Context: an optimization exercise on an open-source flow, tuned for small area and a short achievable clock period. The choices shown serve that exercise and are no tape-out recipe.
In this exercise RTL edits were held to simulation tests only and were not proved equivalent to the original.
Power figures rest on the tool's default switching activity, not on a simulated workload.

## RFCorrelator
module RFCorrelator(bit_stream, clk, reset, Target_Num,
num_1, num_2, num_3, num_4, num_5, num_6, num_7, num_8, num_9, num_10, num_11, num_12, num_13, num_14, num_15, num_16, Out_str);
Size in the first run: ~1900 cells after synthesis, about 550 I/O pins.
Settings: LEC_CHECK=0, ABC_AREA=1, CAP_MARGIN=5, CORE_MARGIN=2, CORE_UTILIZATION=40, CTS_BUF_LIST=sky130_fd_sc_hd__clkbuf_8, PLACE_DENSITY=0.6, SLEW_MARGIN=5, SYNTH_HIERARCHICAL=1; clock period 55.0 ns.
standard.sh (not shown) runs the stock make flow with config.mk's settings and CLKGATE_MAP_FILE= SYNTH_SCRIPT=/design/flow/synth_recipe.tcl, a recipe that flattens the netlist after the stock synthesis.
==> flow/flow/run.sh <==
#!/bin/bash
# The standard layout (standard.sh) with two changes:
#  - synthesis maps the logic with ABC scripts of our own (flow/abc_*.script):
#    the argmin module with flow/abc_argmin.script, everything else with
#    flow/abc_main.script. Everything else in synthesis is the standard flow's script
#    (synth_recipe.tcl), so the registers are the standard synthesis's.
#  - the port buffers are the smallest buffer (buf_1).
# Each tool's output goes to the ORFS logs under orfs/logs; make's own
# output goes to flow_make.log.
set -euo pipefail
W=$PWD
export MY_ABC_SCRIPT=$W/flow/abc_main.script
export MY_ABC_SEL_SCRIPT=$W/flow/abc_argmin.script
export BUFFER_PORTS_ARGS="-buffer_cell sky130_fd_sc_hd__buf_1"
cat > $W/my_synth.tcl <<EOF
proc abc {args} {
  set i [lsearch -exact \$args -script]
  if { \$i >= 0 } {
    set a1 \$args
    lset a1 [expr {\$i + 1}] \$::env(MY_ABC_SCRIPT)
    set a2 \$args
    lset a2 [expr {\$i + 1}] \$::env(MY_ABC_SEL_SCRIPT)
    yosys abc {*}\$a2 argmin_16
    yosys abc {*}\$a1
    return
  }
  yosys abc {*}\$args
}
source $W/synth_recipe.tcl
EOF
grep -q 'SYNTH_SCRIPT=[^ ]*synth_recipe.tcl' standard.sh
sed "s#SYNTH_SCRIPT=[^ ]*synth_recipe.tcl#SYNTH_SCRIPT=$W/my_synth.tcl#" standard.sh > my_standard.sh
bash my_standard.sh > flow_make.log 2>&1
==> flow/flow/abc_argmin.script <==
strash; dch; map; topo; buffer -c; upsize -c; dnsize -c; stime -c
==> flow/flow/abc_main.script <==
strash; dch; map -a; topo; stime -c
Next try:
==> flow/flow/abc_argmin.script (replaced) <==
strash; dch; map -D 2000; topo; buffer -c; upsize -c; dnsize -c; stime -c
Die area falls by 4.3%.
Cell area falls by 3.7%.
Wire length falls by about 11%.
Area after synthesis falls by 4.4%.
Power falls by 10%.
Count of clock-buffer cells in the layout falls by 1.

========
RFCorrelator, a different RTL version from the one above (not shown whole).
Size in the first run: about 1700 cells after synthesis, ~130 flip-flops, ~550 I/O pins, ~0.019 mm^2 of cells after synthesis.
clock: 55.0 ns
lec_check: 0
abc_area: 1
cap_margin: 5
core_margin: 2
core_utilization: 40
cts_buf_list: sky130_fd_sc_hd__clkbuf_8
place_density: 0.6
slew_margin: 5
synth_hierarchical: 1
==> flow/flow/run.sh <==
#!/bin/bash
# The standard layout (standard.sh) with two changes:
#  - synthesis maps the logic with ABC scripts of our own (flow/abc_*.script):
#    the pair_min module with flow/abc_pair.script, the argmin_16 module with
#    flow/abc_argmin.script, the rest with flow/abc_main.script. Everything
#    else in synthesis is the standard flow's script
#    (synth_recipe.tcl), so the registers are the standard synthesis's.
#  - the port buffers are the smallest buffer (buf_1).
# Each tool's output goes to the ORFS logs under orfs/logs; make's own
# output goes to flow_make.log.
set -euo pipefail
W=$PWD
export MY_ABC_SCRIPT=$W/flow/abc_main.script
export MY_ABC_SEL_SCRIPT=$W/flow/abc_argmin.script
export MY_ABC_PAIR_SCRIPT=$W/flow/abc_pair.script
export BUFFER_PORTS_ARGS="-buffer_cell sky130_fd_sc_hd__buf_1"
cat > $W/my_synth.tcl <<EOF
proc abc {args} {
  set i [lsearch -exact \$args -script]
  if { \$i >= 0 } {
    set a1 \$args
    lset a1 [expr {\$i + 1}] \$::env(MY_ABC_SCRIPT)
    set a2 \$args
    lset a2 [expr {\$i + 1}] \$::env(MY_ABC_SEL_SCRIPT)
    set a3 \$args
    lset a3 [expr {\$i + 1}] \$::env(MY_ABC_PAIR_SCRIPT)
    yosys abc {*}\$a3 pair_min
    yosys abc {*}\$a2 argmin_16
    yosys abc {*}\$a1
    return
  }
  yosys abc {*}\$args
}
source $W/synth_recipe.tcl
EOF
grep -q 'SYNTH_SCRIPT=[^ ]*synth_recipe.tcl' standard.sh
sed "s#SYNTH_SCRIPT=[^ ]*synth_recipe.tcl#SYNTH_SCRIPT=$W/my_synth.tcl#" standard.sh > my_standard.sh
bash my_standard.sh > flow_make.log 2>&1
==> flow/flow/abc_argmin.script <==
strash; dch; map -D 2000; topo; buffer -c; upsize -c; dnsize -c; stime -c
==> flow/flow/abc_pair.script <==
strash; dch; map -a; topo; stime -c
Scripts as last shown in full above: flow/flow/abc_main.script
Then changed:
==> flow/flow/abc_argmin.script (replaced) <==
strash; dch; map -a; topo; buffer -c; upsize -c; dnsize -c; stime -c
Settings changed: CAP_MARGIN 5 to 20, CTS_BUF_LIST sky130_fd_sc_hd__clkbuf_8 to sky130_fd_sc_hd__clkbuf_4 sky130_fd_sc_hd__clkbuf_8, SLEW_MARGIN 5 to 20.
What happened:
- via count is lower by 1.8%
- non-clock buffer count does not change
- clock-buffer cell count is unchanged
- combinational power barely changes
- critical path depth came out lower by 1
- synthesized area went down by 0.55%
- wire length went down by 3.9%
Then changed:
Settings changed: CTS_BUF_LIST sky130_fd_sc_hd__clkbuf_4 sky130_fd_sc_hd__clkbuf_8 to sky130_fd_sc_hd__clkbuf_8, PLACE_DENSITY 0.6 to 0.75.
Result:
- flip-flop and latch count does not change
- die area is unchanged
- clock power decreases by 7.8%
- area after synthesis does not change
- worst setup slack is worse by 0.018 ns
- total power stays flat
- via count increases by 2.8%
Then changed:
==> flow/flow/abc_argmin.script (replaced) <==
strash; dch; map -D 2000; topo; buffer -c; upsize -c; dnsize -c; stime -c
Settings changed: CORE_UTILIZATION 40 to 60.
=>
- The new run passed the timing, design-rule and antenna checks
- routed wire length came out lower by a few percent
- final cell count came out lower by a few percent
- hold slack is about the same
- sequential power stays flat
- design area came out lower slightly
- area after synthesis came out higher slightly
Then changed:
Settings changed: CORE_UTILIZATION 60 to 40, PLACE_DENSITY 0.75 to 0.6.
What happened:
- The new run produced a clean layout
- utilization went down by 24 points
- setup slack is better by 0.20 ns
- die area rises by well over a third
- global-route usage is lower by 11 points
- sequential power barely changes
- final area climbs slightly
- total power is lower slightly
- synthesized cell count stays the same
- combinational power barely changes

static timing again, ports no longer ideal:
In the flow no input, the clock included, has a driving cell. The finished layouts below were timed again as built, in two steps. Step 1: set_driving_cell puts a clkbuf_16 on clk and a buf_2 on each other input, an assumption about the parent block. Step 2, shift: input delay + t, output delay - t, t = (earliest + latest rising clock arrival at the registers) / 2. This alone moves slack from input paths to output paths. a / b / c = ideal ports / drivers / drivers and shift; a / b = the first two.
run | t (ns) | setup WS [ns] | worst setup path after step 2 | worst slew at a driven data input, ns
the first run of note 1 | 0.567 | 40.333 / 40.280 / 39.904 | input to register | 0.06
the second run of note 1 | 0.544 | 39.803 / 39.745 / 39.989 | input to register | 0.07
the first run of note 2 | 0.506 | 39.754 / 39.777 / 39.271 | input to register | 0.07
the second run of note 2 | 0.519 | 39.780 / 39.809 / 39.290 | input to register | 0.08
the third run of note 2 | 0.512 | 39.762 / 39.717 / 39.300 | input to register | 0.07
the fourth run of note 2 | 0.487 | 39.557 / 39.582 / 39.094 | input to register | 0.10
the fifth run of note 2 | 0.506 | 39.760 / 39.783 / 39.277 | input to register | 0.07
After both steps setup and hold are still met in every run listed. For the second run of note 2, which loses most, drivers alone change the setup slack by +0.029 ns; drivers and shift together by -0.490 ns.
